From an optimization exercise on the open Yosys and OpenROAD flow, aimed at small area; shortcuts taken in it are not production practice. Function was checked by simulation only, so behaviour that the tests miss may differ from the original. No activity file was given, so power comes from the tool's default toggle rates.

== run A ==
==> flow/design.v (excerpt) <==
module Convolution3x3 (
    input clk,               
    input rst_n,             
    input [71:0] input_patch,  
    input [71:0] kernel,       
    input [7:0] bias,        
    output reg [9:0] output_pixel   
);
clock: 10.0 ns
lec_check: 0
cap_margin: 20
core_margin: 2
core_utilization: 40
cts_buf_list: sky130_fd_sc_hd__clkbuf_8
slew_margin: 20
synth_hierarchical: 1
synth_minimum_keep_size: 0
standard.sh (not shown) runs the stock make flow with config.mk's settings and CLKGATE_MAP_FILE= SYNTH_SCRIPT=/design/flow/synth_recipe.tcl, a recipe that flattens the netlist after the stock synthesis.
==> flow/flow/run.sh <==
#!/bin/bash
# Standard ORFS layout (the standard.sh, standard synthesis unchanged), with every
# input and output port buffered by the smallest buffer, sky130_fd_sc_hd__buf_1.
set -euo pipefail
bash standard.sh "BUFFER_PORTS_ARGS=-buffer_cell sky130_fd_sc_hd__buf_1" finish > standard_sh.log 2>&1
diff inputs: run A => run B
Settings: CTS_BUF_LIST now sky130_fd_sc_hd__clkbuf_2, was sky130_fd_sc_hd__clkbuf_8.
==> flow/flow/run.sh <==
#!/bin/bash
set -euo pipefail
bash standard.sh "BUFFER_PORTS_ARGS=-buffer_cell sky130_fd_sc_hd__buf_1" "CTS_ARGS=-sink_clustering_enable -sink_clustering_size 50 -sink_clustering_max_diameter 500 -buf_list sky130_fd_sc_hd__clkbuf_4 -repair_clock_nets" finish > standard_sh.log 2>&1
Results
Per the final summary, run B finished and its layout is clean on timing, DRC and antenna.
| detail-routed net length per standard cell | run B vs run A | ≈ equal |
Run A -> run B: switching power of the nets flat
Diff run B..run A | total wirelength of the detailed-routed design | negligible
As far as share of the clock period used by the worst path after layout is concerned, run B and run A perform about the same.
Run B: layout overhead on the synthesized area lower than run A
First-iteration DRC count on run B is down relative to run A.
Setup changes, run B to run C
==> flow/flow/run.sh <==
#!/bin/bash
set -euo pipefail
bash standard.sh "BUFFER_PORTS_ARGS=-buffer_cell sky130_fd_sc_hd__buf_1" "CTS_ARGS=-buf_list sky130_fd_sc_hd__clkbuf_4 -repair_clock_nets" finish > standard_sh.log 2>&1
Reported for run B and run C, cell count after synthesis turned out identical to the last digit. Delta (run C minus run B): via count of the first global-routing pass held steady, critical-path maximum fanout has remained practically unchanged.


before:
Convolution3x3 again, from the RTL that the note above started with.
export LEC_CHECK = 0
export CAP_MARGIN = 20
export CORE_MARGIN = 2
export CORE_UTILIZATION = 40
export CTS_BUF_LIST = sky130_fd_sc_hd__clkbuf_4
export SLEW_MARGIN = 20
export SYNTH_HIERARCHICAL = 1
export SYNTH_MINIMUM_KEEP_SIZE = 0
create_clock -name core_clock -period 10.0 [get_ports {clk}]
==> flow/flow/run.sh <==
#!/bin/bash
# Standard ORFS layout (the standard.sh, standard synthesis unchanged), with every
# input and output port buffered by the smallest buffer, sky130_fd_sc_hd__buf_1.
set -euo pipefail
bash standard.sh "BUFFER_PORTS_ARGS=-buffer_cell sky130_fd_sc_hd__buf_1" finish > standard_sh.log 2>&1
before ended with every stage complete and zero timing, DRC or antenna violations.
Input-level comparison between after and before:
# before
export LEC_CHECK = 0
export CAP_MARGIN = 20
export CORE_MARGIN = 2
export CORE_UTILIZATION = 40
export CTS_BUF_LIST = sky130_fd_sc_hd__clkbuf_4
export SLEW_MARGIN = 20
export SYNTH_HIERARCHICAL = 1
export SYNTH_MINIMUM_KEEP_SIZE = 0
create_clock -name core_clock -period 10.0 [get_ports {clk}]
# after
export LEC_CHECK = 0
export CAP_MARGIN = 20
export CORE_MARGIN = 2
export CORE_UTILIZATION = 40
export CTS_BUF_LIST = sky130_fd_sc_hd__clkbuf_2
export SLEW_MARGIN = 20
export SYNTH_HIERARCHICAL = 1
export SYNTH_MINIMUM_KEEP_SIZE = 0
create_clock -name core_clock -period 10.0 [get_ports {clk}]
==> flow/run.sh (new file) <==
#!/bin/bash
# synth_recipe.tcl (not shown) runs the flow's synth.tcl, then flattens the netlist and writes it again
# the make line also repeats each setting of config.mk as NAME=value (left out here)
make -C /OpenROAD-flow-scripts/flow DESIGN_CONFIG=/design/flow/config.mk WORK_HOME=/design/flow/orfs CLKGATE_MAP_FILE= SYNTH_SCRIPT=/design/flow/synth_recipe.tcl finish
removed: flow/flow/run.sh
removed: flow/standard.sh
## What came out
before reached the final stage; the timing, DRC and antenna checks on its layout passed. after closes out successfully: all stages finished, all timing, DRC and antenna checks passed. Re final worst-path setup slack: after is 280 ps down on before. Diff after..before | total CTS buffers | unchanged. Delta (after minus before): sequential power flat, arrival time reported for the critical path endpoint up 260 ps.

==> separate check: timing with driven ports <==
In the flow no input, the clock included, has a driving cell. The finished layouts below were timed again as built, in two steps. Step 1, drivers: a clkbuf_16 drives clk and a buf_2 each remaining input, both assumed. Step 2 also shifts input and output timing later by t, the mid clock arrival at the registers, as if the neighbouring blocks saw the same clock. Three values: no drivers, after step 1, after step 2; two values: the first two.
run	shift t [ns]	setup WS [ns]	worst slew at a driven data input, ns
run A	0.247	3.182 / 3.179 / 2.931	0.05
run B	0.262	3.193 / 3.187 / 2.926	0.05
run C	0.262	3.193 / 3.187 / 2.926	0.05
before	0.262	3.193 / 3.187 / 2.926	0.05
after	0.241	2.913 / 2.905 / 2.664	0.05
After both steps every run listed still meets setup and hold.
